What follows belongs to an exercise in optimizing a design on an open flow for small area and a short achievable clock period; a production flow would make more cautious choices. No functional check of the RTL was part of any run shown here. Power and IR drop assume default switching activity.

==> flow/design.v <==
module PCPU (
	input wire clock,
	input wire [15:0] d_datain,
	input wire enable,
	input wire [15:0] i_datain,
	input wire reset,
	input wire start,
	output wire [15:0] d_addr,
	output wire [15:0] d_dataout,
	output wire d_we,
	output wire [7:0] i_addr,
	output wire [15:0] regi0,
	output wire [15:0] regi1,
	output wire [15:0] regi2,
	output wire [15:0] regi3,
	output wire [15:0] regi4,
	output wire [15:0] regi5,
	output wire [15:0] regi6,
	output wire [15:0] regi7,
	output wire [2:0] wb_addr
);
localparam [4:0] OP_LOAD = 5'b00010, OP_STORE = 5'b00011, OP_MOVI = 5'b00100,
                 OP_SHR  = 5'b00101, OP_CAL   = 5'b00110, OP_CAR  = 5'b00111,
                 OP_ADD  = 5'b01000, OP_ADDI  = 5'b01001, OP_ADDC = 5'b10001,
                 OP_SUB  = 5'b10010, OP_SUBI  = 5'b10011, OP_SUBC = 5'b10100,
                 OP_CMP  = 5'b01100, OP_AND   = 5'b01101, OP_OR   = 5'b01110,
                 OP_XOR  = 5'b01111, OP_JUMP  = 5'b11000, OP_HALT = 5'b00001;
reg        run;                  
reg [7:0]  pc;
reg [4:0]  id_op;
reg [2:0]  id_rd;
reg [7:0]  id_lo;                
reg [4:0]  ex_op;
reg [2:0]  ex_rd;
reg        ex_sub;               
reg        ex_usec;              
reg        ex_i4;                
reg [3:0]  ex_imm4;
reg [15:0] reg_A, reg_B;
reg        mem_wr, mem_load, mem_fs, mem_halt;
reg [2:0]  mem_rd;
reg        dw, jump;
reg [15:0] reg_C, smdr1;
reg        zf, sf, cf;
reg        wb_wr, wb_halt;
reg [2:0]  wb_rd;
reg [15:0] reg_C1;
reg [15:0] gr [0:7];
assign i_addr    = pc;
assign d_addr    = reg_C;
assign d_dataout = smdr1;
assign d_we      = dw;
assign wb_addr   = wb_rd;
assign regi0 = gr[0];
assign regi1 = gr[1];
assign regi2 = gr[2];
assign regi3 = gr[3];
assign regi4 = gr[4];
assign regi5 = gr[5];
assign regi6 = gr[6];
assign regi7 = gr[7];
wire wb_we = run & wb_wr;
wire [15:0] grn [0:7];           
genvar gi;
generate
	for (gi = 0; gi < 8; gi = gi + 1) begin : g_rf
		assign grn[gi] = (wb_we && wb_rd == gi) ? reg_C1 : gr[gi];
		always @(posedge clock or negedge reset)
			if (!reset) gr[gi] <= 16'd0;
			else        gr[gi] <= grn[gi];
	end
endgenerate
wire [15:0] c1n = mem_load ? d_datain : reg_C;
wire ex_wr = (ex_op == OP_MOVI) || (ex_op == OP_SHR) || (ex_op == OP_CAL) ||
             (ex_op == OP_CAR)  || (ex_op == OP_ADD) || (ex_op == OP_ADDI) ||
             (ex_op == OP_ADDC) || (ex_op == OP_SUB) || (ex_op == OP_SUBI) ||
             (ex_op == OP_SUBC) || (ex_op == OP_AND) || (ex_op == OP_OR) ||
             (ex_op == OP_XOR);
wire ex_fs = (ex_op == OP_ADD)  || (ex_op == OP_ADDI) || (ex_op == OP_ADDC) ||
             (ex_op == OP_SUB)  || (ex_op == OP_SUBI) || (ex_op == OP_SUBC) ||
             (ex_op == OP_CMP);
wire ex_load  = ex_op == OP_LOAD;
wire ex_store = ex_op == OP_STORE;
wire ex_halt  = ex_op == OP_HALT;
wire ex_br    = (ex_op[4:3] == 2'b11) && (ex_op[2:1] != 2'b00);
wire        cin = ex_sub ^ (ex_usec & cf);
wire [15:0] bop = ex_i4 ? {12'd0, ex_imm4} : reg_B;
wire [15:0] bx  = bop ^ {16{ex_sub}};
wire [17:0] sum18 = {1'b0, reg_A, 1'b1} + {1'b0, bx, cin};
wire [15:0] sum = sum18[16:1];
wire        cout = sum18[17];
wire        is_cal = ex_op == OP_CAL;
wire [15:0] a_rev;
genvar bi;
generate
	for (bi = 0; bi < 16; bi = bi + 1) begin : g_rev
		assign a_rev[bi] = reg_A[15 - bi];
	end
endgenerate
wire [15:0] sh_in = is_cal ? a_rev : reg_A;
wire        fill  = (ex_op == OP_CAR) & reg_A[15];
wire [3:0]  n = ex_imm4;
wire [15:0] s1 = n[0] ? {fill, sh_in[15:1]} : sh_in;
wire [15:0] s2 = n[1] ? {{2{fill}}, s1[15:2]} : s1;
wire [15:0] s3 = n[2] ? {{4{fill}}, s2[15:4]} : s2;
wire [15:0] s4 = n[3] ? {{8{fill}}, s3[15:8]} : s3;
wire [15:0] s4_rev;
generate
	for (bi = 0; bi < 16; bi = bi + 1) begin : g_rev2
		assign s4_rev[bi] = s4[15 - bi];
	end
endgenerate
reg [15:0] alu;
always @(*) begin
	case (ex_op)
		OP_MOVI: alu = {12'd0, ex_imm4};
		OP_AND:  alu = reg_A & reg_B;
		OP_OR:   alu = reg_A | reg_B;
		OP_XOR:  alu = reg_A ^ reg_B;
		OP_SHR:  alu = s4;
		OP_CAR:  alu = s4;
		OP_CAL:  alu = s4_rev;
		default: alu = sum;
	endcase
end
wire id_rdA = (id_op[4:3] == 2'b11 && id_op[2:1] != 2'b00) ||
              (id_op == OP_ADDI) || (id_op == OP_SUBI) || (id_op == OP_MOVI);
wire id_store = id_op == OP_STORE;
wire id_imm4 = (id_op == OP_LOAD) || (id_op == OP_STORE) || (id_op == OP_MOVI) ||
               (id_op == OP_SHR)  || (id_op == OP_CAL)   || (id_op == OP_CAR);
wire id_imm8 = (id_op[4:3] == 2'b11 && id_op[2:1] != 2'b00) ||
               (id_op == OP_ADDI) || (id_op == OP_SUBI);
wire id_jump = id_op == OP_JUMP;
wire [2:0] aA = id_rdA ? id_rd : id_lo[6:4];
wire [2:0] aB = id_store ? id_rd : id_lo[2:0];
wire fA_ex  = ex_wr  && ex_rd  == aA;
wire fA_mem = mem_wr && mem_rd == aA;
wire fB_ex  = ex_wr  && ex_rd  == aB;
wire fB_mem = mem_wr && mem_rd == aB;
wire [15:0] rA = fA_ex ? alu : fA_mem ? c1n : grn[aA];
wire [15:0] rB = fB_ex ? alu : fB_mem ? c1n : grn[aB];
wire id_sub  = (id_op == OP_SUB) || (id_op == OP_SUBI) || (id_op == OP_SUBC) || (id_op == OP_CMP);
wire id_usec = (id_op == OP_ADDC) || (id_op == OP_SUBC);
wire [4:0] i_op = i_datain[15:11];
wire id_load = id_op == OP_LOAD;
wire stall = id_load && (
	((i_op[4:2] == 3'b001) && (id_rd == i_datain[6:4])) ||
	(((i_op == OP_ADD) || (i_op == OP_ADDC) || (i_op == OP_SUB) || (i_op == OP_SUBC) ||
	  (i_op == OP_CMP) || (i_op == OP_AND)  || (i_op == OP_OR)  || (i_op == OP_XOR)) &&
	 ((id_rd == i_datain[6:4]) || (id_rd == i_datain[2:0]))) ||
	(((i_op == OP_ADDI) || (i_op == OP_SUBI) || (i_op == OP_MOVI)) && (id_rd == i_datain[10:8])));
wire zf_now = mem_fs ? (reg_C == 16'd0) : zf;
reg  cond;
always @(*) begin
	case (ex_op[2:1])
		2'b01:   cond = zf_now;
		2'b10:   cond = sf;
		default: cond = cf;
	endcase
end
always @(posedge clock or negedge reset) begin
	if (!reset) begin
		run <= 1'b1;
		pc <= 8'd0;
		id_op <= 5'd0; id_rd <= 3'd0;
		ex_op <= 5'd0; ex_rd <= 3'd0; ex_sub <= 1'b0; ex_usec <= 1'b0; ex_i4 <= 1'b0;
		mem_wr <= 1'b0; mem_load <= 1'b0; mem_fs <= 1'b0; mem_halt <= 1'b0;
		mem_rd <= 3'd0; dw <= 1'b0; jump <= 1'b0;
		zf <= 1'b0; sf <= 1'b0; cf <= 1'b0;
		wb_wr <= 1'b0; wb_halt <= 1'b0; wb_rd <= 3'd0;
	end else begin
		run <= run & ~wb_halt;
		if (run) begin
			if (jump)         pc <= reg_C[7:0];
			else if (id_jump) pc <= id_lo;
			else if (!stall)  pc <= pc + 8'd1;
		end
		if (jump || id_jump || stall) begin
			id_op <= 5'd0; id_rd <= 3'd0;
		end else begin
			id_op <= i_datain[15:11]; id_rd <= i_datain[10:8];
		end
		if (jump || id_jump) begin
			ex_op <= 5'd0; ex_rd <= 3'd0; ex_sub <= 1'b0; ex_usec <= 1'b0; ex_i4 <= 1'b0;
		end else begin
			ex_op <= id_op; ex_rd <= id_rd; ex_sub <= id_sub; ex_usec <= id_usec; ex_i4 <= id_imm4;
		end
		if (jump) begin
			mem_wr <= 1'b0; mem_load <= 1'b0; mem_fs <= 1'b0; mem_halt <= 1'b0;
			mem_rd <= 3'd0;
		end else begin
			mem_wr <= ex_wr | ex_load; mem_load <= ex_load; mem_fs <= ex_fs;
			mem_halt <= ex_halt; mem_rd <= ex_rd;
		end
		if (run) dw <= ex_store & ~jump;
		jump <= ~jump & ex_br & (cond ^ ex_op[0]);
		zf <= zf_now;
		if (ex_fs && !jump) begin
			sf <= alu[15];
			cf <= cout ^ ex_sub;
		end
		wb_wr <= mem_wr; wb_halt <= mem_halt;
		if (run) wb_rd <= mem_rd;
	end
end
always @(posedge clock) begin
	id_lo <= i_datain[7:0];
	reg_A <= rA;
	reg_B <= id_imm8 ? {8'd0, id_lo} : rB;
	ex_imm4 <= id_lo[3:0];
	if (run) begin
		reg_C <= alu;
		smdr1 <= reg_B;
	end
	reg_C1 <= c1n;
end
endmodule
==> flow/run.sh <==
#!/bin/bash
# synth_recipe.tcl (not shown) runs the flow's synth.tcl, then flattens the netlist and writes it again
# the make line also repeats each setting of config.mk as NAME=value (left out here)
make -C /OpenROAD-flow-scripts/flow DESIGN_CONFIG=/design/flow/config.mk WORK_HOME=/design/flow/orfs CLKGATE_MAP_FILE= SYNTH_SCRIPT=/design/flow/synth_recipe.tcl finish
==> flow/config.mk <==
export PLATFORM = sky130hd
export DESIGN_NAME = PCPU
export DESIGN_NICKNAME = PCPU
export VERILOG_FILES = /design/flow/design.v
export SDC_FILE = /design/flow/constraint.sdc
export NUM_CORES = 4
export LEC_CHECK = 0
export CAP_MARGIN = 20
export CORE_MARGIN = 2
export CORE_UTILIZATION = 60
export CTS_BUF_LIST = sky130_fd_sc_hd__clkbuf_4
export CTS_CLUSTER_SIZE = 30
export SLEW_MARGIN = 20
==> flow/constraint.sdc <==
create_clock -name core_clock -period 6.0 [get_ports {clock}]
set_input_delay 1.2000 -clock core_clock [delete_from_list [all_inputs] [get_ports {clock}]]
set_output_delay 1.2000 -clock core_clock [all_outputs]
set_load 0.01 [all_outputs]
==> metrics.yaml, run 1 <==
slew_headroom_pct: 24.6
drv_slew: 0
ant_nets: 0
worst_pin_slew_ns: 1.13
async_flop_share_pct: 65.3
clk_latency_ns: 0.74
synth_flop_cell: "dfrtp_1"
ir_drop_v: 0.000277
ctsLongestPathBuffers: 3
clk_pin_slew_ns: 0.07
rsz0062_at_grt: "false"
overflow: 0
ys_seq_elements: 265
place.gp.congestion: 0.988
core_um2: 27000
post_cts_resized: 0
drt-initial-drc-count: 2696
dr.pass1.iters: 9
status: "timing/DRC/antenna clean"
yosys-top-cells-area: "dfrtp_1 26%, dfxtp_1 7.3%, mux2_2 6.9%, edfxtp_1 5.8%, mux2i_1 4.4%"
antenna_found_initial: 1
yosysMostFrequentCell: "dfrtp_1"
placed_cells_incl_taps: 2217
grt_max_degree: 108
first_global_vias: 16000
cap_violations: 0
die_h_um: 170
start_util_pct: 61.2
area_growth_syn_to_layout_pct: 20.2
startpoint_type: "register"
cts_hold_buffers: 0
portBuffers: 205
max_clock_freq_mhz: 226
vias: 16700
worst-setup-path-type: "register to register"
yosysSeqAreaShare_pct: 39.3
final_cells: 2347
worst_clock_skew_ns: 0.107
wl_um: 64400
sw_frac_of_total_pct: 41.5
cp-end-kind: "register"
seq_power_share_pct: 36.0
pwr-share-clk_pct: 26.7
crit_arrival_ns: 4.94
fin_nets: 2037
clockRootBuffer: "clkbuf_4"
grt_pass1_wl_um: 96400
setup_violations: 0
p_leak_nw: 8.80
row_count: 60
io_pins: 208
period_needed_ns: 4.43
synthCells: 1738
post-cts-setup-buffer-count: 0
synth_top_cell_by_area: "dfrtp_1"
fin_util_pct: 73.5
numCtsBuffers: 70
power_mw: 6.57
synth_area_um2: 16500
intPower_mw: 3.84
critPathRequiredTime_ns: 6.51
design.die.area_um2: 28900
synth-edff-count: 32
wl_per_cell_um: 27.4
syn_area_per_cell_um2: 9.51
crit_fanout: 21
cts.sinks: 265
drive_gt1_share_pct: 15.6
post-route-period-util_pct: 73.8
power_density_nw_per_um2: 331
p_sw_mw: 2.73
yosysWarnings: 2
syn_nets: 1827
whs_ns: 0.363
grtUsageTotal_pct: 44.2
die_w_um: 170
synth_top_area_share_pct: 26.0
yosysUniqueCellTypes: 101
htreeDepth: 3
p_comb_share_pct: 37.4
setup-tns-final_ns: 0
hold_class: "register to register"
drc: 0
fillers: 1921
synthTopCellsByCount: "172 x dfrtp_1, 128 x inv_1, 109 x nor2_1, 102 x mux2_2, 101 x nand2_1"
hold_viol: 0
drt-vias-per-instance: 7.13
hpwl_um: 45900
cts_tree: "yes"
-- area by class of cell --
class / instances / area, um2 / share of cell area, %
diodes: 1 / 2.50 / 0.0126
clock buffers: 107 / 803 / 4.04
clock inverters: 22 / 179 / 0.900
inverters: 131 / 492 / 2.47
multi-input cells: 1234 / 9110 / 45.9
flip-flops and latches: 265 / 6490 / 32.7
well taps: 341 / 427 / 2.15
repair buffers: 246 / 2360 / 11.9
-- worst paths after layout --
path,from,to,slack [ns],cells after the start
setup reg to reg,ex_sub,reg_A[10],1.57,10
setup / recovery,ex_sub,reg_A[10],1.57,10
min in group asynchronous,reset,gr[1][14],0.60,1
hold / removal,mem_halt,wb_halt,0.36,0
max in group asynchronous,reset,run,4.19,2
hold reg to reg,mem_halt,wb_halt,0.36,0
-- metrics by stage --
step           setup WS [ns]  cell area [um2]
3_3_place_gp            1.81            18900
4_1_cts                 1.77            19900
5_1_grt                 1.40            19900
2_1_floorplan           2.08            16500
6_report                1.57            19900
3_5_place_dp            1.78            18900
-- layout by cell type, fill, tap and decap left out, types with 20 or more instances in the layout --
cell             netlist  final
clkdlybuf4s50_1        0    204
dfrtp_1              172    172
inv_1                128    128
nor2_1               109    108
clkbuf_4               0    107
mux2_2               102    102
nand2_1              101    101
a21oi_1               95     94
mux2i_1               73     73
o21ai_0               73     72
dfxtp_1               60     60
ha_1                  52     52
buf_4                  1     41
xnor2_1               40     40
nand3_1               40     40
o22ai_1               36     36
nor3_1                33     33
edfxtp_1              32     32
a22oi_1               30     30
a211oi_1              28     28
nand2b_1              26     26
and2_1                23     23
o211ai_1              21     21
a21o_1                20     20
a221oi_1              20     20
-- routing by layer --
layer | share of wire, % | routed length [um] | GRT usage [%] | up-vias
met3 | 14 | 9050 | 11.8 | 350
met2 | 43 | 27800 | 66.4 | 1492
met4 | 5.8 | 3720 | 22.1 | 0
met5 | 0 | 0 | 0 | -
li1 | - | - | - | 6926
met1 | 37 | 23800 | 59.3 | 7973
-- flip-flops by register name (all words and copies together) (netlist names), 3 cells and up --
name     flops
smdr1       16
id_lo        8
gr         128
reg_C       16
id_op        5
reg_B       16
reg_A       16
ex_op        5
reg_C1      16
wb_rd        3
pc           8
ex_rd        3
id_rd        3
ex_imm4      4
mem_rd       3
-- worst max-delay path, cell delays in order, from the launching register on --
cell	delay [ns]
dfrtp_1	1.05
xnor2_1	0.22
ha_1	0.33
and2_1	0.18
a2111o_1	0.48
a211oi_1	0.59
o31ai_1	0.20
xnor2_1	0.16
nor2_1	0.06
nor4b_1	0.81
o22ai_1	0.20
-- cells by family (layout without fill, tap and decap cells) --
kind of cell,count (synthesis),after routing,share of synthesized area (%)
xor gates and xnor gates,53,53,2.81
other,0,1,0
buffers and inverters,239,506,5.73
adders and majority gates,53,53,4.06
AOI/OAI and AO/OA,500,500,21.4
and+or+nand+nor,441,441,13.7
DFF,265,265,39.3
muxes,187,187,13.0
-- power by group through the flow --
stage / clock network [mW] / logic (mW) / registers (mW)
6_report: 1.75 / 2.46 / 2.36
2_1_floorplan: 0 / 1.76 / 2.16
5_1_grt: 1.85 / 2.63 / 2.37
3_3_place_gp: 0 / 2.30 / 2.37
3_5_place_dp: 0 / 2.35 / 2.37
4_1_cts: 1.75 / 2.37 / 2.34
==> run 2, diff against run 1 <==
--- a/flow/config.mk
+++ b/flow/config.mk
@@ -8,6 +8,5 @@
 export CAP_MARGIN = 20
 export CORE_MARGIN = 2
 export CORE_UTILIZATION = 60
-export CTS_BUF_LIST = sky130_fd_sc_hd__clkbuf_4
-export CTS_CLUSTER_SIZE = 30
+export SETUP_SLACK_MARGIN = 2.5
 export SLEW_MARGIN = 20
==> run 2 against run 1 <==
First-iteration DRC count increased by 2.7%. Sequential cell count unchanged. Highest routed layer is now met5. Clock skew decreased by 0.052 ns. Critical endpoint is now reg_B[14].
==> metrics.yaml, run 2 <==
drive_gt1_share_pct: 14.9
die_h_um: 170
clk_pin_slew_ns: 0.06
rsz0062_at_grt: "true"
slew_headroom_pct: 25.9
portBuffers: 205
yosysUniqueCellTypes: 101
yosysSeqAreaShare_pct: 39.3
grt_max_degree: 93
ctsLongestPathBuffers: 3
drc: 0
numCtsBuffers: 28
ant_nets: 0
async_flop_share_pct: 65.3
synth_area_um2: 16500
status: "timing/DRC/antenna clean"
n_antenna_cell: 0
dr.pass1.iters: 9
largest_register: "gr"
worst-setup-path-type: "register to register"
hold_viol: 0
crit_fanout: 25
drt-vias-per-instance: 7.24
synthTopCellsByCount: "172 x dfrtp_1, 128 x inv_1, 109 x nor2_1, 102 x mux2_2, 101 x nand2_1"
p_leak_nw: 8.86
drv_slew: 0
power_mw: 6.75
yosysWarnings: 2
largest_reg_flops: 128
hpwl_um: 45500
htreeDepth: 1
grtUsageTotal_pct: 43.8
cp-end-kind: "register"
hold_class: "register to register"
row_count: 60
syn_area_per_cell_um2: 9.51
io_pins: 208
wl_um: 64400
fillers: 1859
sequential_cell_area_um2: 6500
crit_arrival_ns: 3.88
setup-tns-final_ns: 0
synth_top_area_share_pct: 26.0
cts_tree: "yes"
synth_flop_cell: "dfrtp_1"
critPathRequiredTime_ns: 6.41
multiInputGateArea_um2: 9300
worst_pin_slew_ns: 1.10
core_um2: 27000
worst_clock_skew_ns: 0.0551
synthCells: 1738
area_growth_syn_to_layout_pct: 22.8
yosys-top-cells-area: "dfrtp_1 26%, dfxtp_1 7.3%, mux2_2 6.9%, edfxtp_1 5.8%, mux2i_1 4.4%"
die_w_um: 170
first_global_vias: 15600
synth_top_cell_by_area: "dfrtp_1"
period_needed_ns: 3.48
overflow: 0
wl_per_cell_um: 28.0
cap_violations: 0
grt_pass1_wl_um: 95200
clockRootBuffer: "clkbuf_16"
design.die.area_um2: 28900
ys_seq_elements: 265
vias: 16600
ir_drop_v: 0.000324
power_density_nw_per_um2: 333
final_common_cell: "clkdlybuf4s50_1"
max_clock_freq_mhz: 288
cts_hold_buffers: 0
clk_latency_ns: 0.59
drt-initial-drc-count: 2770
fin_util_pct: 75.1
yosysMostFrequentCell: "dfrtp_1"
startpoint_type: "register"
syn_nets: 1827
final_cell_mix: "204 x clkdlybuf4s50_1, 169 x dfrtp_1, 128 x inv_1"
post-route-period-util_pct: 58.0
setup_violations: 0
cts.sinks: 265
fin_nets: 2022
antenna_found_initial: 1
place.gp.congestion: 1.00
start_util_pct: 61.2
synth-edff-count: 32
## run 2: cell counts after synthesis
No cell type changed its count.
## run 2: cells by family (layout without fill, tap and decap cells)
group | after synthesis | in the layout | synth area share [%]
buffers and inverters | 239 | 455 | 5.73
XOR/XNOR | 53 | 53 | 2.81
adder cells (fa/ha/maj) | 53 | 53 | 4.06
flip-flops | 265 | 265 | 39.3
AND/OR/NAND/NOR | 441 | 441 | 13.7
multiplexers | 187 | 187 | 13.0
AO/OA/AOI/OAI | 500 | 500 | 21.4
## run 2: timing repair
| item | in CTS | in global routing |
|---|---|---|
| buffers inserted | 5 | 21 |
| pin swaps | 5 | 13 |
| gates resized for setup | 25 | 25 |
| endpoints found under the setup margin | 44 | 38 |
## run 2: worst max-delay path: stages, from the launching register on
cell      delay (ns)
dfxtp_1         0.35
buf_12          0.18
mux2i_1         0.12
xnor2_1         0.26
ha_1            0.29
and4b_1         0.19
a2111o_1        0.49
a211oi_4        0.36
nor4_2          0.12
or4_1           0.49
a31o_2          0.25
o21ai_2         0.10
o22ai_1         0.13
## run 2: per-stage QoR
step / cells / hold slack (ns) / worst slack [ns] / cell area, um2
2_1_floorplan: 1738 / 0.329 / 2.53 / 16500
3_3_place_gp: 2218 / 0.336 / 2.05 / 18900
3_5_place_dp: 2218 / 0.349 / 1.94 / 18900
4_1_cts: 2274 / 0.351 / 2.50 / 20000
5_1_grt: 2295 / 0.355 / 2.44 / 20300
6_report: 2295 / 0.349 / 2.52 / 20300
## run 2: final cells by class
cell class                 count  share of cell area [%]
sequential                   265                    32.0
timing repair buffer         273                    13.1
multi-input combinational   1234                    45.8
clock buffer                  41                    3.89
inverter                     131                    2.44
clock inverter                10                   0.647
tap                          341                    2.10
## run 2: worst paths after layout
path,start,endpoint,slack (ns),cells after the start
worst max-delay path,ex_imm4[0],reg_B[14],2.52,12
worst min-delay path,mem_halt,wb_halt,0.35,0
worst max register to register,ex_imm4[0],reg_B[14],2.52,12
worst min register to register,mem_halt,wb_halt,0.35,0
max in group asynchronous,reset,gr[1][9],4.17,2
min in group asynchronous,reset,gr[1][12],0.67,1
## run 2: layer usage
metal	part of all wire, %	up-vias	global-route usage, %
li1	-	6853	-
met1	37	7959	60.0
met2	43	1446	65.0
met3	14	358	11.3
met4	6.4	2	21.2
met5	0.020	-	0
## run 2: power breakdown
part | internal [mW] | switching [mW] | total [mW]
clock | 1.00 | 0.754 | 1.76
sequential | 2.01 | 0.347 | 2.35
combinational | 0.996 | 1.65 | 2.64
total | 4.00 | 2.75 | 6.75
==> run 3, diff against run 2 <==
--- a/flow/design.v
+++ b/flow/design.v
@@ -110,19 +110,25 @@
 		assign s4_rev[bi] = s4[15 - bi];
 	end
 endgenerate
-reg [15:0] alu;
+reg [3:0] lut;
 always @(*) begin
 	case (ex_op)
-		OP_MOVI: alu = {12'd0, ex_imm4};
-		OP_AND:  alu = reg_A & reg_B;
-		OP_OR:   alu = reg_A | reg_B;
-		OP_XOR:  alu = reg_A ^ reg_B;
-		OP_SHR:  alu = s4;
-		OP_CAR:  alu = s4;
-		OP_CAL:  alu = s4_rev;
-		default: alu = sum;
+		OP_AND:  lut = 4'b1000;
+		OP_OR:   lut = 4'b1110;
+		OP_XOR:  lut = 4'b0110;
+		default: lut = 4'b1010;         
 	endcase
 end
+wire ex_shift = (ex_op == OP_SHR) || (ex_op == OP_CAL) || (ex_op == OP_CAR);
+wire ex_logic = (ex_op == OP_AND) || (ex_op == OP_OR) || (ex_op == OP_XOR) || (ex_op == OP_MOVI);
+wire [15:0] lg;
+generate
+	for (bi = 0; bi < 16; bi = bi + 1) begin : g_lut
+		assign lg[bi] = lut[{reg_A[bi], bop[bi]}];
+	end
+endgenerate
+wire [15:0] sh  = is_cal ? s4_rev : s4;
+wire [15:0] alu = ex_logic ? lg : ex_shift ? sh : sum;
 wire id_rdA = (id_op[4:3] == 2'b11 && id_op[2:1] != 2'b00) ||
               (id_op == OP_ADDI) || (id_op == OP_SUBI) || (id_op == OP_MOVI);
 wire id_store = id_op == OP_STORE;
@@ -137,6 +143,17 @@
 wire fA_mem = mem_wr && mem_rd == aA;
 wire fB_ex  = ex_wr  && ex_rd  == aB;
 wire fB_mem = mem_wr && mem_rd == aB;
+wire [7:0] selA = 8'd1 << aA;
+wire [7:0] selB = 8'd1 << aB;
+reg [15:0] rfA, rfB;
+integer ri;
+always @(*) begin
+	rfA = 16'd0; rfB = 16'd0;
+	for (ri = 0; ri < 8; ri = ri + 1) begin
+		rfA = rfA | ({16{selA[ri]}} & grn[ri]);
+		rfB = rfB | ({16{selB[ri]}} & grn[ri]);
+	end
+end
 wire [15:0] rA = fA_ex ? alu : fA_mem ? c1n : grn[aA];
 wire [15:0] rB = fB_ex ? alu : fB_mem ? c1n : grn[aB];
 wire id_sub  = (id_op == OP_SUB) || (id_op == OP_SUBI) || (id_op == OP_SUBC) || (id_op == OP_CMP);
--- a/flow/config.mk
+++ b/flow/config.mk
@@ -8,5 +8,5 @@
 export CAP_MARGIN = 20
 export CORE_MARGIN = 2
 export CORE_UTILIZATION = 60
-export SETUP_SLACK_MARGIN = 2.5
+export SETUP_SLACK_MARGIN = 3.5
 export SLEW_MARGIN = 20
==> run 3 against run 2 <==
Clock-buffer cell count up 3. Via count about the same. Sequential cell count did not move. Sequential power barely moved. Worst hold slack better by 0.0073 ns.
==> metrics.yaml, run 3 <==
synthTopCellsByCount: "172 x dfrtp_1, 112 x mux2_2, 94 x nand2_1, 88 x a21oi_1, 82 x clkbuf_1"
ctsLongestPathBuffers: 3
crit_arrival_ns: 3.71
core_um2: 25300
fillers: 1406
htreeDepth: 1
synth-edff-count: 32
worst_pin_slew_ns: 1.13
critPathRequiredTime_ns: 6.33
cts.sinks: 265
drive_gt1_share_pct: 30.3
yosys-top-cells-area: "dfrtp_1 28%, mux2_2 8.2%, dfxtp_1 7.8%, edfxtp_1 6.2%, mux2i_1 3.8%"
antenna_found_initial: 0
wl_per_cell_um: 29.8
rr_worst_depth: 10
vias: 16600
grt_pass1_wl_um: 94600
io_pins: 208
clk_pin_slew_ns: 0.07
ant_nets: 0
async_flop_share_pct: 65.3
yosysWarnings: 2
post-route-period-util_pct: 56.3
hpwl_um: 39400
drt-vias-per-instance: 7.41
synth_flop_cell: "dfrtp_1"
pwr-share-clk_pct: 24.2
largest_register: "gr"
slew_headroom_pct: 24.6
largest_reg_flops: 128
cp-endpoint: "reg_C[15]"
setup-tns-final_ns: 0
drc: 0
startpoint_type: "register"
die_h_um: 164
timing.rr.start: "ex_i4"
first_global_vias: 15800
row_count: 58
area_growth_syn_to_layout_pct: 37.6
clockRootBuffer: "clkbuf_16"
yosysUniqueCellTypes: 83
critPathMaxStageDelay_ns: 0.73
r2r-end: "reg_C[15]"
hold_class: "register to register"
hold_viol: 0
worstPathCellList: "buf_12 > nor2b_2 > xor2_1 > ha_1 > nor2_1 > o21ai_0 > a31oi_4 > o21a_1 > o21ai_4 > nand2_1"
clk_latency_ns: 0.59
rsz0062_at_grt: "true"
sw_frac_of_total_pct: 40.9
fin_nets: 1947
drt-initial-drc-count: 2922
ir_drop_v: 0.000284
power_density_nw_per_um2: 366
yosysMostFrequentCell: "dfrtp_1"
numCtsBuffers: 29
rrSetupSlack_ns: 2.62
setup_violations: 0
power_mw: 7.79
grtUsageTotal_pct: 46.7
drv_slew: 0
n_antenna_cell: 0
overflow: 0
cts_tree: "yes"
synth_top_area_share_pct: 27.9
portBuffers: 205
seq_power_share_pct: 30.2
p_comb_share_pct: 45.6
final_cell_mix: "159 x dfrtp_1, 154 x dlygate4sd2_1, 152 x buf_4"
start_util_pct: 61.2
cp-end-kind: "register"
intPower_mw: 4.60
synthCells: 1561
worst-setup-path-type: "register to register"
final_common_cell: "dfrtp_1"
die_w_um: 164
yosysSeqAreaShare_pct: 42.0
syn_area_per_cell_um2: 9.90
critPathLaunch: "ex_i4"
grt_max_degree: 174
ys_seq_elements: 265
p_sw_mw: 3.19
fin_util_pct: 84.2
crit_fanout: 6
place.gp.congestion: 1.00
design.die.area_um2: 27000
synth_top_cell_by_area: "dfrtp_1"
cap_violations: 0
p_leak_nw: 9.89
synth_area_um2: 15400
cp_slowest_cell: "o21ai_0"
worst_clock_skew_ns: 0.0196
period_needed_ns: 3.38
cts_hold_buffers: 0
syn_nets: 1618
status: "timing/DRC/antenna clean"
max_clock_freq_mhz: 296
wl_um: 66800
dr.pass1.iters: 9
[run 3: cell types whose count changed in the layout (fill, tap and decap cells not counted), sizes merged, moves of 32 or more]
cell,change
buf,+131
clkdlybuf4s50,-183
dlygate4sd2,+154
ha,-32
inv,-54
nor2,-32
[run 3: what timing repair did]
item                       CTS  global route
gates cloned                 3             1
setup buffers              133            31
pin swaps                   78            65
resized for setup          368            92
setup endpoints to repair  290            86
[run 3: logic make-up (layout without fill, tap and decap cells)]
kind of cell	after synthesis	after routing	synth area share [%]
xor+xnor	65	65	3.69
simple gates	370	372	12.3
compound gates	471	471	21.3
buf+inv	182	531	4.65
flops	265	265	42.0
fa+ha+maj	21	21	1.75
mux	187	187	14.3
[run 3: how the worst min path moves through the flow]
stage	slack [ns]	start	cells after the start	endpoint
2_1_floorplan	0.33	mem_halt	0	wb_halt
3_3_place_gp	0.33	mem_halt	0	wb_halt
3_5_place_dp	0.34	mem_halt	0	wb_halt
4_1_cts	0.36	mem_halt	0	wb_halt
5_1_grt	0.35	mem_halt	0	wb_halt
6_report	0.36	mem_halt	0	wb_halt
[run 3: cell type report]
type	instances	area (um2)	share of cell area, %
clock inverters	9	95.1	0.447
repair buffers	399	3590	16.9
clock buffers	44	915	4.30
well taps	330	413	1.94
flip-flops and latches	265	6530	30.7
multi-input cells	1116	9410	44.3
inverters	79	300	1.41
[run 3: worst max-delay path, delay by kind of cell, from the launching register on]
family	cells	cell delay (ns)
xor gates and xnor gates	1	0.12
DFF	1	0.53
and+or+nand+nor	3	0.43
buffers and inverters	1	0.17
adders and majority gates	1	0.47
AOI/OAI and AO/OA	4	1.40
[run 3: layer usage]
| layer | part of all wire (%) | vias up | global-route usage (%) |
|---|---|---|---|
| met5 | 0 | - | 0 |
| met2 | 42 | 1728 | 71.3 |
| met3 | 16 | 554 | 14.9 |
| met1 | 33 | 7779 | 59.0 |
| met4 | 8.3 | 0 | 26.0 |
| li1 | - | 6560 | - |
[run 3: power by group through the flow]
stage / sequential (mW) / clock (mW) / combinational [mW]
after detailed placement: 2.36 / 0 / 2.24
after global placement: 2.36 / 0 / 2.20
final: 2.35 / 1.89 / 3.55
after global routing: 2.35 / 1.94 / 3.66
after floorplan: 2.15 / 0 / 1.73
after CTS: 2.31 / 1.85 / 2.98
[run 3: per-stage QoR]
| step | hold slack (ns) | instance area, um2 | setup slack (ns) | cells |
|---|---|---|---|---|
| floorplan | 0.331 | 15800 | 2.88 | 1561 |
| finish | 0.356 | 21300 | 2.62 | 2242 |
| global route | 0.355 | 21300 | 2.61 | 2242 |
| detailed placement | 0.341 | 18000 | 2.02 | 2021 |
| global placement | 0.332 | 18000 | 2.02 | 2021 |
| CTS | 0.355 | 20700 | 2.75 | 2210 |
==> run 4, diff against run 3 <==
--- a/flow/config.mk
+++ b/flow/config.mk
@@ -8,5 +8,5 @@
 export CAP_MARGIN = 20
 export CORE_MARGIN = 2
 export CORE_UTILIZATION = 60
-export SETUP_SLACK_MARGIN = 3.5
+export SETUP_SLACK_MARGIN = 3.0
 export SLEW_MARGIN = 20
==> run 4 against run 3 <==
Highest routed layer unchanged. Via count decreased by 8.2%. Register-to-register slack better by 0.06 ns. Total power down 7.1%. Setup slack improved by 0.056 ns. Routed wire length decreased by 11%. Combinational power down 11%. Sequential cell count unchanged. Critical path type unchanged. Non-clock buffer count decreased by 89. Synthesized cell count unchanged. Synthesized area did not move. Utilization down 4.2 points.
==> metrics.yaml, run 4 <==
fin_util_pct: 80.0
grt_max_degree: 71
drive_gt1_share_pct: 22.8
portBuffers: 205
place_area_um2: 17800
met3_usage_pct: 12.7
area_growth_syn_to_layout_pct: 30.8
sequential_cell_area_um2: 6510
cp-end-kind: "register"
pre_cts_ws_ns: 1.96
clk_latency_ns: 0.60
cts_tree: "yes"
cts.sinks: 265
synth_area_um2: 15400
clockRootBuffer: "clkbuf_16"
multiInputGateArea_um2: 9030
die_h_um: 164
worst_clock_skew_ns: 0.0580
synth-edff-count: 32
yosys-top-cells-area: "dfrtp_1 28%, mux2_2 8.2%, dfxtp_1 7.8%, edfxtp_1 6.2%, mux2i_1 3.8%"
cts_hold_buffers: 0
place.gp.congestion: 1.02
critPathLaunch: "ex_i4"
timing.rr.start: "ex_i4"
post-route-period-util_pct: 55.4
synthTopCellsByCount: "172 x dfrtp_1, 112 x mux2_2, 94 x nand2_1, 88 x a21oi_1, 82 x clkbuf_1"
clk_pin_slew_ns: 0.07
start_util_pct: 61.2
fillers: 1652
cpLargestDelayFamily: "compound AO/OA/AOI/OAI gates"
hold_class: "register to register"
final_cell_area_um2: 20200
dr.pass1.iters: 10
crit_fanout: 5
ys_seq_elements: 265
max_clock_freq_mhz: 301
core_um2: 25300
final_cell_mix: "203 x clkdlybuf4s50_1, 163 x dfrtp_1, 110 x mux2_2"
yosysUniqueCellTypes: 83
hold_viol: 0
min_from: "mem_halt"
ant_nets: 0
startpoint_type: "register"
htreeDepth: 1
ir_drop_v: 0.000303
cap_violations: 0
cp_slowest_cell: "dfrtp_4"
antenna_found_initial: 0
synth_top_cell_by_area: "dfrtp_1"
drt-initial-drc-count: 2294
drv_slew: 0
rsz0062_at_grt: "true"
critPathRequiredTime_ns: 6.35
status: "timing/DRC/antenna clean"
vias: 15300
worst_path_most_repeated_cell: "buf_6"
setup-tns-final_ns: 0
yosysMostFrequentCell: "dfrtp_1"
largest_register: "gr"
syn_nets: 1618
critPathMaxStageDelay_ns: 0.53
final_common_cell: "clkdlybuf4s50_1"
io_pins: 208
crit_arrival_ns: 3.67
synthCells: 1561
setup_violations: 0
slew_headroom_pct: 30.8
first_global_vias: 14700
wl_um: 59200
met2_usage_pct: 64.8
fin_nets: 1856
placed_cells_incl_taps: 2028
p_leak_nw: 8.54
final_cells: 2152
power_density_nw_per_um2: 358
overflow: 0
synth_top_area_share_pct: 27.9
yosysSeqAreaShare_pct: 42.0
row_count: 58
yosysWarnings: 2
worst_pin_slew_ns: 1.03
power_mw: 7.24
async_flop_share_pct: 65.3
path_buf_inv: 6
period_needed_ns: 3.32
wl_per_cell_um: 27.5
design.die.area_um2: 27000
worst-setup-path-type: "register to register"
busiest_layer: "met2"
largest_reg_flops: 128
die_w_um: 164
drc: 0
worstPathCellList: "mux2_4 > xor2_1 > ha_1 > buf_4 > buf_6 > buf_6 > nand2_4 > a211oi_4 > buf_6 > nor3_4 > buf_4 > o31ai_2 > xnor2_1 > a21oi_2 > a31oi_4 > inv_1"
met1_usage_pct: 57.6
grtUsageTotal_pct: 42.9
ctsLongestPathBuffers: 3
hpwl_um: 38800
syn_area_per_cell_um2: 9.90
grt_pass1_wl_um: 87600
whs_ns: 0.364
drt-vias-per-instance: 7.09
synth_flop_cell: "dfrtp_1"
numCtsBuffers: 28
timing.final.ws_setup_ns: 2.68
## run 4: path summary, 6_finish.rpt
check                      slack, ns  cells past startpoint   endpoint
setup / recovery                2.68                     16  reg_C[10]
hold / removal                  0.36                      0    wb_halt
setup reg to reg                2.68                     16  reg_C[10]
hold reg to reg                 0.36                      0    wb_halt
max in group asynchronous       4.05                      2   ex_op[3]
min in group asynchronous       0.60                      1   gr[3][5]
## run 4: report_power, final
group          leakage [nW]  switching, mW  total (mW)  internal, mW
clock                 0.456          0.771        1.76         0.984
combinational          4.94           1.85        3.15          1.30
sequential             3.15          0.320        2.33          2.01
## run 4: cell type report
cell class / instances / area share, %
well taps: 330 / 2.04
inverters: 79 / 1.49
multi-input cells: 1115 / 44.7
flip-flops and latches: 265 / 32.2
repair buffers: 310 / 15.0
clock buffers: 33 / 3.72
clock inverters: 19 / 0.848
diodes: 1 / 0.0124
## run 4: cells by family after synthesis
kind of cell | Yosys count | synth area share, %
compound gates | 471 | 21.3
simple gates | 370 | 12.3
flops | 265 | 42.0
mux | 187 | 14.3
buf+inv | 182 | 4.65
xor+xnor | 65 | 3.69
fa+ha+maj | 21 | 1.75
## run 4: repair_timing
| item | CTS | global route |
|---|---|---|
| setup endpoints to repair | 54 | 65 |
| gates cloned | 3 | 0 |
| gates resized for setup | 126 | 58 |
| pin swaps | 43 | 32 |
| buffers inserted | 54 | 14 |
## run 4: routing by layer
layer	vias up	part of all wire, %
met1	7326	37
met4	0	5.7
met5	-	0
li1	6360	-
met3	290	14
met2	1289	43
==> run 5, diff against run 4 <==
==> flow/flow/run.sh (new file) <==
#!/bin/bash
# Standard layout, with the port buffers made from the smallest buffer cell and
# the clock tree built without dummy loads.
set -euo pipefail
export BUFFER_PORTS_ARGS="-buffer_cell sky130_fd_sc_hd__buf_1"
export CTS_ARGS="-sink_clustering_enable -repair_clock_nets -dont_use_dummy_load"
bash standard.sh > standard.log 2>&1
==> flow/standard.sh (new file) <==
#!/bin/bash
# synth_recipe.tcl (not shown) runs the flow's synth.tcl, then flattens the netlist and writes it again
# the make line also repeats each setting of config.mk as NAME=value (left out here)
make -C /OpenROAD-flow-scripts/flow DESIGN_CONFIG=/design/flow/config.mk WORK_HOME=/design/flow/orfs CLKGATE_MAP_FILE= SYNTH_SCRIPT=/design/flow/synth_recipe.tcl "${@:-finish}"
removed: flow/run.sh
==> run 5 against run 4 <==
Sequential power is essentially flat. Sequential cell count is the same. Final cell count shrank 0.37%. Non-clock buffer count grew 14. Setup slack gained 0.017 ns.
==> metrics.yaml, run 5 <==
first_global_vias: 13800
cts_tree: "yes"
timing.rr.start: "ex_op[3]"
post-route-period-util_pct: 55.1
ys_seq_elements: 265
clk_latency_ns: 0.57
slew_headroom_pct: 34.8
drt-vias-per-instance: 7.02
ant_nets: 0
worst_pin_slew_ns: 0.975
synthCells: 1561
final_cell_mix: "204 x buf_1, 162 x dfrtp_1, 110 x mux2_2"
rrSetupSlack_ns: 2.69
wl_per_cell_um: 26.7
yosysMostFrequentCell: "dfrtp_1"
min_path_cells: 0
crit_fanout: 3
final_cells: 2144
yosys-top-cells-area: "dfrtp_1 28%, mux2_2 8.2%, dfxtp_1 7.8%, edfxtp_1 6.2%, mux2i_1 3.8%"
setup-tns-final_ns: 0
async_flop_share_pct: 65.3
portBuffers: 205
drv_slew: 0
overflow: 0
timing.final.ws_setup_ns: 2.69
htreeDepth: 1
synth-edff-count: 32
dr.pass1.iters: 9
cp-end-kind: "register"
path_buf_inv: 1
io_pins: 208
p_leak_nw: 8.04
place.gp.congestion: 1.02
pwr-share-clk_pct: 21.5
numCtsBuffers: 29
core_um2: 25300
critPathRequiredTime_ns: 6.26
largest_register: "gr"
placed_cells_incl_taps: 2028
clockRootBuffer: "clkbuf_16"
p_comb_share_pct: 45.1
power_mw: 6.97
drc: 0
yosysWarnings: 2
final_cell_area_um2: 19000
status: "timing/DRC/antenna clean"
cap_violations: 0
max_clock_freq_mhz: 302
rr_worst_depth: 8
synth_area_um2: 15400
syn_nets: 1618
antenna_found_initial: 0
min_from: "mem_halt"
synth_top_cell_by_area: "dfrtp_1"
worst-setup-path-type: "register to register"
sw_frac_of_total_pct: 40.0
drt-initial-drc-count: 2109
hold_class: "register to register"
p_sw_mw: 2.79
grtUsageTotal_pct: 40.9
area_growth_syn_to_layout_pct: 22.8
critPathMaxStageDelay_ns: 0.54
seq_power_share_pct: 33.5
synth_flop_cell: "dfrtp_1"
grt_pass1_wl_um: 83100
pre_cts_ws_ns: 2.00
place_area_um2: 16600
design.die.area_um2: 27000
cp_slowest_cell: "mux4_2"
power_density_nw_per_um2: 368
drive_gt1_share_pct: 24.2
crit_arrival_ns: 3.57
fillers: 1809
worstPathCellList: "or3b_4 > nor2_8 > mux4_2 > mux2_4 > mux4_2 > nand3b_1 > a31oi_4 > inv_2"
final_common_cell: "buf_1"
rsz0062_at_grt: "true"
setup_violations: 0
fin_nets: 1872
largest_reg_flops: 128
worst_clock_skew_ns: 0.0592
grt_max_degree: 147
clk_pin_slew_ns: 0.05
start_util_pct: 61.2
cts.sinks: 265
intPower_mw: 4.18
synthTopCellsByCount: "172 x dfrtp_1, 112 x mux2_2, 94 x nand2_1, 88 x a21oi_1, 82 x clkbuf_1"
hpwl_um: 38900
startpoint_type: "register"
worst_path_most_repeated_cell: "mux4_2"
yosysSeqAreaShare_pct: 42.0
hold_viol: 0
cpLargestDelayFamily: "multiplexers"
ctsLongestPathBuffers: 3
die_w_um: 164
ir_drop_v: 0.000255
r2r-end: "reg_C[12]"
yosysUniqueCellTypes: 83
period_needed_ns: 3.31
wl_um: 57300
die_h_um: 164
whs_endpoint: "wb_halt"
syn_area_per_cell_um2: 9.90
synth_top_area_share_pct: 27.9
row_count: 58
vias: 15000
[run 5: cell counts after synthesis]
Identical to the previous run, type by type.
[run 5: how the worst max path moves through the flow]
stage             start   endpoint  slack [ns]  depth (start not counted)
2_1_floorplan     ex_i4  reg_C[11]        2.87                         13
3_3_place_gp   ex_op[4]   reg_A[4]        1.98                          8
3_5_place_dp   ex_op[4]   reg_B[4]        2.00                          8
4_1_cts        ex_op[1]  reg_C[12]        2.75                          9
5_1_grt           ex_i4  reg_C[13]        2.66                         11
6_report       ex_op[3]  reg_C[12]        2.69                          8
[run 5: repair_timing]
| action | CTS | global route |
|---|---|---|
| pin swaps | 47 | 36 |
| hold buffers | 0 | 0 |
| hold endpoints to repair | 0 | 0 |
| setup endpoints to repair | 51 | 50 |
| resized for setup | 149 | 72 |
| gates cloned | 3 | 2 |
| buffers inserted | 44 | 37 |
[run 5: layout make-up]
class                      instances  area, um2  share of cell area [%]
clock buffer                      29        726                    3.82
inverter                          79        300                    1.58
antenna                            1       2.50                  0.0132
tap                              330        413                    2.18
timing repair buffer             324       1900                    10.0
multi-input combinational       1116       9110                    48.0
sequential                       265       6520                    34.3
[run 5: per-stage QoR]
stage | hold slack, ns | util [%]
after floorplan | 0.331 | -
after global placement | 0.334 | 65.6
after detailed placement | 0.339 | 65.6
after CTS | 0.350 | 72.6
after global routing | 0.351 | 75.1
final | 0.352 | 75.1
[run 5: cells by family after synthesis]
| logic type | count (synthesis) | synth area share, % |
|---|---|---|
| compound gates | 471 | 21.3 |
| simple gates | 370 | 12.3 |
| flops | 265 | 42.0 |
| mux | 187 | 14.3 |
| buf+inv | 182 | 4.65 |
| xor+xnor | 65 | 3.69 |
| fa+ha+maj | 21 | 1.75 |
[run 5: power by group through the flow]
stage | logic [mW] | clock network (mW) | registers, mW
6_report | 3.14 | 1.50 | 2.34
3_3_place_gp | 2.18 | 0 | 2.34
5_1_grt | 3.31 | 1.56 | 2.34
3_5_place_dp | 2.21 | 0 | 2.34
4_1_cts | 2.75 | 1.50 | 2.31
2_1_floorplan | 1.69 | 0 | 2.15
[run 5: routing by layer]
layer  part of all wire [%]  wire, um  global-route usage (%)
met5                      0         0                       0
met4                    4.9      2790                    15.5
met3                     13      7650                    10.6
met2                     43     24900                    61.1
met1                     38     22000                    57.3
==> run 6, diff against run 5 <==
--- a/flow/design.v
+++ b/flow/design.v
@@ -34,9 +34,7 @@
 reg [2:0]  ex_rd;
 reg        ex_sub;               
 reg        ex_usec;              
-reg        ex_i4;                
-reg [3:0]  ex_imm4;
-reg [15:0] reg_A, reg_B;
+reg [15:0] reg_A, reg_B, smdr;
 reg        mem_wr, mem_load, mem_fs, mem_halt;
 reg [2:0]  mem_rd;
 reg        dw, jump;
@@ -84,7 +82,7 @@
 wire ex_halt  = ex_op == OP_HALT;
 wire ex_br    = (ex_op[4:3] == 2'b11) && (ex_op[2:1] != 2'b00);
 wire        cin = ex_sub ^ (ex_usec & cf);
-wire [15:0] bop = ex_i4 ? {12'd0, ex_imm4} : reg_B;
+wire [15:0] bop = reg_B;
 wire [15:0] bx  = bop ^ {16{ex_sub}};
 wire [17:0] sum18 = {1'b0, reg_A, 1'b1} + {1'b0, bx, cin};
 wire [15:0] sum = sum18[16:1];
@@ -99,7 +97,7 @@
 endgenerate
 wire [15:0] sh_in = is_cal ? a_rev : reg_A;
 wire        fill  = (ex_op == OP_CAR) & reg_A[15];
-wire [3:0]  n = ex_imm4;
+wire [3:0]  n = reg_B[3:0];
 wire [15:0] s1 = n[0] ? {fill, sh_in[15:1]} : sh_in;
 wire [15:0] s2 = n[1] ? {{2{fill}}, s1[15:2]} : s1;
 wire [15:0] s3 = n[2] ? {{4{fill}}, s2[15:4]} : s2;
@@ -180,7 +178,7 @@
 		run <= 1'b1;
 		pc <= 8'd0;
 		id_op <= 5'd0; id_rd <= 3'd0;
-		ex_op <= 5'd0; ex_rd <= 3'd0; ex_sub <= 1'b0; ex_usec <= 1'b0; ex_i4 <= 1'b0;
+		ex_op <= 5'd0; ex_rd <= 3'd0;
 		mem_wr <= 1'b0; mem_load <= 1'b0; mem_fs <= 1'b0; mem_halt <= 1'b0;
 		mem_rd <= 3'd0; dw <= 1'b0; jump <= 1'b0;
 		zf <= 1'b0; sf <= 1'b0; cf <= 1'b0;
@@ -198,9 +196,9 @@
 			id_op <= i_datain[15:11]; id_rd <= i_datain[10:8];
 		end
 		if (jump || id_jump) begin
-			ex_op <= 5'd0; ex_rd <= 3'd0; ex_sub <= 1'b0; ex_usec <= 1'b0; ex_i4 <= 1'b0;
+			ex_op <= 5'd0; ex_rd <= 3'd0;
 		end else begin
-			ex_op <= id_op; ex_rd <= id_rd; ex_sub <= id_sub; ex_usec <= id_usec; ex_i4 <= id_imm4;
+			ex_op <= id_op; ex_rd <= id_rd;
 		end
 		if (jump) begin
 			mem_wr <= 1'b0; mem_load <= 1'b0; mem_fs <= 1'b0; mem_halt <= 1'b0;
@@ -223,11 +221,13 @@
 always @(posedge clock) begin
 	id_lo <= i_datain[7:0];
 	reg_A <= rA;
-	reg_B <= id_imm8 ? {8'd0, id_lo} : rB;
-	ex_imm4 <= id_lo[3:0];
+	reg_B <= id_imm4 ? {12'd0, id_lo[3:0]} : id_imm8 ? {8'd0, id_lo} : rB;
+	smdr  <= rB;
+	ex_sub  <= id_sub;
+	ex_usec <= id_usec;
 	if (run) begin
 		reg_C <= alu;
-		smdr1 <= reg_B;
+		smdr1 <= smdr;
 	end
 	reg_C1 <= c1n;
 end
--- a/flow/config.mk
+++ b/flow/config.mk
@@ -8,5 +8,5 @@
 export CAP_MARGIN = 20
 export CORE_MARGIN = 2
 export CORE_UTILIZATION = 60
-export SETUP_SLACK_MARGIN = 3.0
+export SETUP_SLACK_MARGIN = 2.7
 export SLEW_MARGIN = 20
==> run 6 against run 5 <==
Still clean. First-iteration DRC count is 33% higher. Sequential power is 8% higher. Routed wire length grew 16%. Via count is 13% higher. Die area rose by 8.8%. Design area increased by 2.9%. Final cell count grew 11%. Combinational power increased by 13%. Total power rose by 7.5%. Critical endpoint is now reg_B[5].
==> metrics.yaml, run 6 <==
critPathRequiredTime_ns: 6.48
yosysMostFrequentCell: "dfrtp_1"
synth-edff-count: 32
drv_slew: 0
design.die.area_um2: 29400
synth_area_um2: 16800
largest_register: "gr"
start_util_pct: 60.8
worst_pin_slew_ns: 1.22
vias: 17100
startpoint_type: "register"
intPower_mw: 4.24
final_cell_mix: "204 x buf_1, 162 x dfrtp_1, 128 x nand2_1"
rsz0062_at_grt: "true"
clk_latency_ns: 0.56
drc: 0
hold_class: "register to register"
drt-initial-drc-count: 2813
cp-end-kind: "register"
yosys-top-cells-area: "dfrtp_1 25%, dfxtp_1 8.8%, mux2_2 7.6%, edfxtp_1 5.7%, a21oi_1 3.5%"
portBuffers: 205
die_w_um: 172
hold_viol: 0
largest_reg_flops: 128
ir_drop_v: 0.000243
ant_nets: 0
numCtsBuffers: 27
grt_pass1_wl_um: 95700
io_pins: 208
worst_clock_skew_ns: 0.0456
power_density_nw_per_um2: 384
overflow: 0
timing.final.ws_setup_ns: 2.71
fillers: 2233
n_antenna_cell: 0
setup-tns-final_ns: 0
place.gp.congestion: 1.04
antenna_found_initial: 1
ctsLongestPathBuffers: 3
multiInputGateArea_um2: 9740
ys_seq_elements: 276
yosysWarnings: 2
syn_nets: 1839
cts_tree: "yes"
wl_um: 66100
final_common_cell: "buf_1"
drt-vias-per-instance: 7.16
hpwl_um: 47800
sequential_cell_area_um2: 6710
synth_top_cell_by_area: "dfrtp_1"
cap_violations: 0
fin_nets: 2064
slew_headroom_pct: 16.3
p_sw_mw: 3.26
clockRootBuffer: "clkbuf_16"
async_flop_share_pct: 61.6
clk_pin_slew_ns: 0.06
pwr-share-clk_pct: 19.2
row_count: 61
crit_arrival_ns: 3.77
yosysUniqueCellTypes: 103
syn_area_per_cell_um2: 9.45
synthTopCellsByCount: "169 x dfrtp_1, 133 x nand2_1, 118 x a21oi_1, 113 x mux2_2, 100 x o21ai_0"
seq_power_share_pct: 33.6
first_global_vias: 15400
post-route-period-util_pct: 54.8
setup_violations: 0
core_um2: 27700
htreeDepth: 1
synth_flop_cell: "dfrtp_1"
synth_top_area_share_pct: 25.1
area_growth_syn_to_layout_pct: 15.9
period_needed_ns: 3.29
dr.pass1.iters: 9
grtUsageTotal_pct: 43.7
yosysSeqAreaShare_pct: 39.8
die_h_um: 172
worst-setup-path-type: "register to register"
synthCells: 1782
p_comb_share_pct: 47.2
status: "timing/DRC/antenna clean"
crit_fanout: 11
pre_cts_ws_ns: 1.64
sw_frac_of_total_pct: 43.5
cts.sinks: 276
drive_gt1_share_pct: 18.0
power_mw: 7.50
p_leak_nw: 8.28
grt_max_degree: 171
wl_per_cell_um: 27.8
max_clock_freq_mhz: 304
## run 6: cell types whose count changed after synthesis, sizes merged, moves of 20 or more
cell    previous run  this run
a21oi             88       119
and2              21        42
buf               21        51
clkbuf            82        61
nand2             94       134
nand3             40        62
o21ai             76       105
xnor2             47        27
## run 6: power by group through the flow
stage | clock [mW] | combinational, mW | sequential, mW
floorplan | 0 | 2.31 | 2.28
global placement | 0 | 3.05 | 2.52
detailed placement | 0 | 3.08 | 2.52
CTS | 1.44 | 3.20 | 2.49
global route | 1.51 | 3.73 | 2.52
finish | 1.44 | 3.54 | 2.52
## run 6: kinds of logic (layout without fill, tap and decap cells)
logic type | count (synthesis) | count (layout) | share of synthesized area, %
AOI/OAI and AO/OA | 578 | 578 | 24.2
and+or+nand+nor | 479 | 480 | 14.7
DFF | 276 | 276 | 39.8
buffers and inverters | 191 | 413 | 4.70
muxes | 179 | 179 | 12.1
xor gates and xnor gates | 58 | 58 | 3.02
adders and majority gates | 21 | 21 | 1.60
## run 6: critical path, cell delays in order, from the launching register on
cell and delay (ns):
dfrtp_2 0.51, nor4b_4 0.32, buf_4 0.19, nand2_2 0.16
mux2i_1 0.97, nand2_1 0.12, o211ai_1 0.18, o221ai_2 0.19
a32oi_2 0.37, a22o_1 0.20
## run 6: path summary, 6_finish.rpt
path                       slack (ns)  cells after the start       end  startpoint
setup / recovery                 2.71                      9  reg_B[5]    id_op[4]
hold / removal                   0.36                      0   wb_halt    mem_halt
hold reg to reg                  0.36                      0   wb_halt    mem_halt
max in group asynchronous        4.33                      2  id_op[0]       reset
setup reg to reg                 2.71                      9  reg_B[5]    id_op[4]
min in group asynchronous        0.87                      2  gr[5][5]       reset
## run 6: per-layer routing
metal	routed length [um]	track usage, %
met5	0	0
met4	3770	18.7
met3	9780	12.2
met2	27500	63.8
met1	25100	61.0
## run 6: area by class of cell
class	count	share of cell area, %
clock buffer	27	3.46
inverter	79	1.54
multi-input combinational	1316	49.9
sequential	276	34.4
tap	378	2.42
timing repair buffer	307	8.34
## run 6: metrics by stage
step	instance area, um2	cells	util (%)	hold WS [ns]
6_report	19500	2383	70.5	0.360
5_1_grt	19500	2383	70.5	0.375
4_1_cts	19000	2335	68.4	0.361
3_5_place_dp	17900	2294	64.7	0.338
3_3_place_gp	17900	2294	64.7	0.337
2_1_floorplan	16800	1782	-	0.331
## run 6: timing repair
item                                    4_1_cts  5_1_grt
gates resized for setup                      63       47
pin swaps                                     7       19
endpoints found under the setup margin       63       48
cloned                                        1        0
hold buffers                                  0        0
buffers inserted                             13       48
==> run 7, diff against run 6 <==
==> flow/run.sh (new file) <==
#!/bin/bash
# synth_recipe.tcl (not shown) runs the flow's synth.tcl, then flattens the netlist and writes it again
# the make line also repeats each setting of config.mk as NAME=value (left out here)
make -C /OpenROAD-flow-scripts/flow DESIGN_CONFIG=/design/flow/config.mk WORK_HOME=/design/flow/orfs CLKGATE_MAP_FILE= SYNTH_SCRIPT=/design/flow/synth_recipe.tcl finish
--- a/flow/config.mk
+++ b/flow/config.mk
@@ -8,5 +8,5 @@
 export CAP_MARGIN = 20
 export CORE_MARGIN = 2
 export CORE_UTILIZATION = 60
-export SETUP_SLACK_MARGIN = 2.7
+export SETUP_SLACK_MARGIN = 3.0
 export SLEW_MARGIN = 20
removed: flow/flow/run.sh
removed: flow/standard.sh
==> run 7 against run 6 <==
Still clean on timing, DRC and antenna. Combinational power grew 23%. Critical path depth grew 2. Sequential share of layout area shrank 4.9 points. First-iteration DRC count grew 42%. Clock power grew 33%. Critical path type unchanged. Via count grew 13%. Largest cell class unchanged. Worst hold slack gained 0.013 ns.
==> metrics.yaml, run 7 <==
syn_nets: 1839
min_path_cells: 1
drive_gt1_share_pct: 26.4
start_util_pct: 60.8
vias: 19300
fin_util_pct: 82.4
overflow: 0
timing.rr.start: "id_op[3]"
slew_headroom_pct: 25.2
synth-edff-count: 32
portBuffers: 205
drc: 0
antenna_found_initial: 0
clk_latency_ns: 0.60
cp-end-kind: "register"
synthCells: 1782
met1_usage_pct: 63.3
place_area_um2: 19300
busiest_layer: "met2"
die_w_um: 172
cap_violations: 0
power_density_nw_per_um2: 389
final_cell_area_um2: 22800
die_h_um: 172
cts.sinks: 276
synth_top_cell_by_area: "dfrtp_1"
syn_area_per_cell_um2: 9.45
dr.pass1.iters: 17
hold_class: "register to register"
status: "timing/DRC/antenna clean"
wl_um: 81000
min_from: "wb_halt"
ir_drop_v: 0.000274
period_needed_ns: 3.34
rr_worst_depth: 11
drt-initial-drc-count: 3986
met2_usage_pct: 72.7
synthTopCellsByCount: "169 x dfrtp_1, 133 x nand2_1, 118 x a21oi_1, 113 x mux2_2, 100 x o21ai_0"
post-route-period-util_pct: 55.6
worst_pin_slew_ns: 1.12
synth_top_area_share_pct: 25.1
crit_fanout: 9
ctsLongestPathBuffers: 3
met3_usage_pct: 20.0
p_leak_nw: 9.64
wl_per_cell_um: 32.3
yosysSeqAreaShare_pct: 39.8
grt_pass1_wl_um: 109000
core_um2: 27700
setup_violations: 0
synth_area_um2: 16800
crit_arrival_ns: 3.82
io_pins: 208
cts_tree: "yes"
place.gp.congestion: 1.05
clockRootBuffer: "clkbuf_16"
grt_max_degree: 140
rsz0062_at_grt: "true"
final_cells: 2506
row_count: 61
ys_seq_elements: 276
final_common_cell: "clkdlybuf4s50_1"
n_antenna_cell: 0
hpwl_um: 50000
critPathRequiredTime_ns: 6.48
hold_viol: 0
clk_pin_slew_ns: 0.07
drt-vias-per-instance: 7.71
yosysWarnings: 2
design.die.area_um2: 29400
yosys-top-cells-area: "dfrtp_1 25%, dfxtp_1 8.8%, mux2_2 7.6%, edfxtp_1 5.7%, a21oi_1 3.5%"
startpoint_type: "register"
max_clock_freq_mhz: 300
setup-tns-final_ns: 0
yosysUniqueCellTypes: 103
async_flop_share_pct: 61.6
grtUsageTotal_pct: 50.0
area_growth_syn_to_layout_pct: 35.5
synth_flop_cell: "dfrtp_1"
fin_nets: 2162
placed_cells_incl_taps: 2295
final_cell_mix: "203 x clkdlybuf4s50_1, 160 x dfrtp_1, 154 x buf_4"
worst-setup-path-type: "register to register"
worst_clock_skew_ns: 0.0372
critPathLaunch: "id_op[3]"
largest_register: "gr"
drv_slew: 0
yosysMostFrequentCell: "dfrtp_1"
ant_nets: 0
htreeDepth: 1
first_global_vias: 17400
largest_reg_flops: 128
numCtsBuffers: 29
-- run 7: cells by family after synthesis --
logic type,after synthesis,synth area share [%]
AOI/OAI and AO/OA,578,24.2
muxes,179,12.1
and+or+nand+nor,479,14.7
buffers and inverters,191,4.70
DFF,276,39.8
adders and majority gates,21,1.60
xor gates and xnor gates,58,3.02
-- run 7: per-stage QoR --
stage	power [mW]	hold WS [ns]	setup WS, ns
2_1_floorplan	4.60	0.331	2.99
3_3_place_gp	5.64	0.335	1.70
3_5_place_dp	5.68	0.349	1.70
4_1_cts	7.98	0.363	2.97
5_1_grt	9.02	0.396	2.67
6_report	8.87	0.373	2.66
-- run 7: final cells by class --
| type | instances | area, um2 |
|---|---|---|
| Clock buffer | 42 | 857 |
| Clock inverter | 12 | 139 |
| Fill cell | 1515 | 4880 |
| Inverter | 79 | 302 |
| Multi-Input combinational cell | 1317 | 10400 |
| Sequential cell | 276 | 6720 |
| Tap cell | 378 | 473 |
| Timing Repair Buffer | 402 | 3900 |
-- run 7: critical path, stage by stage, from the launching register on --
cell	delay, ns
dfrtp_2	0.44
buf_4	0.14
buf_4	0.13
nand2_1	0.22
a2bb2oi_4	0.30
buf_4	0.18
nand2_2	0.12
o21ai_2	0.81
a22oi_1	0.31
o2111ai_2	0.19
o211ai_1	0.19
a22oi_1	0.21
-- run 7: path summary, 6_finish.rpt --
kind,end,slack (ns)
worst max-delay path,reg_A[1],2.66
worst min-delay path,run,0.37
min in group asynchronous,gr[2][5],0.48
worst max register to register,reg_A[1],2.66
max in group asynchronous,ex_op[1],4.31
worst min register to register,run,0.37
-- run 7: per-layer routing --
| metal | share of wire [%] | vias to the layer above |
|---|---|---|
| met1 | 33 | 9011 |
| met3 | 17 | 757 |
| met4 | 8.7 | 0 |
| met2 | 40 | 2176 |
| met5 | 0 | - |
| li1 | - | 7366 |
-- run 7: power by group --
| part | switching (mW) | internal (mW) | total, mW | leakage (nW) |
|---|---|---|---|---|
| Sequential | 0.473 | 2.13 | 2.60 | 3.23 |
| Clock | 0.822 | 1.09 | 1.91 | 0.495 |
| Combinational | 2.62 | 1.74 | 4.36 | 5.91 |
| Total | 3.91 | 4.96 | 8.87 | 9.64 |
-- run 7: timing repair --
item | CTS | global route
hold endpoints to repair | 0 | 0
setup buffers | 78 | 72
gates cloned | 5 | 2
resized for setup | 160 | 122
pin swaps | 40 | 48
setup endpoints to repair | 84 | 73
hold buffers | 0 | 0

-- re-timing with driven ports --
No port has a modelled driver above. Below, the same layouts with a new extraction and two added sets of constraints.
Step 1: set_driving_cell puts a clkbuf_16 on clock and a buf_2 on each other input, an assumption about the parent block.
Step 2 also shifts input and output timing later by t, the mid clock arrival at the registers, as if the neighbouring blocks saw the same clock.
Slacks: ideal / step 1 / step 2; pairs: ideal / step 1.
run	shift t [ns]	setup WS [ns]	slew at the worst register clock pin (ns)
run 1	0.731	1.570 / 1.570 / 1.570	0.09 / 0.09
run 2	0.612	2.523 / 2.523 / 2.456	0.08 / 0.08
run 3	0.632	2.621 / 2.621 / 2.621	0.07 / 0.07
run 4	0.624	2.677 / 2.677 / 2.644	0.07 / 0.07
run 5	0.589	2.694 / 2.694 / 2.694	0.06 / 0.06
run 6	0.583	2.709 / 2.709 / 2.487	0.07 / 0.07
run 7	0.632	2.664 / 2.664 / 2.285	0.07 / 0.07
After both steps every run listed still meets setup and hold. For run 7, which loses most, drivers alone change the setup slack by 0.000 ns; drivers and shift together by -0.379 ns.
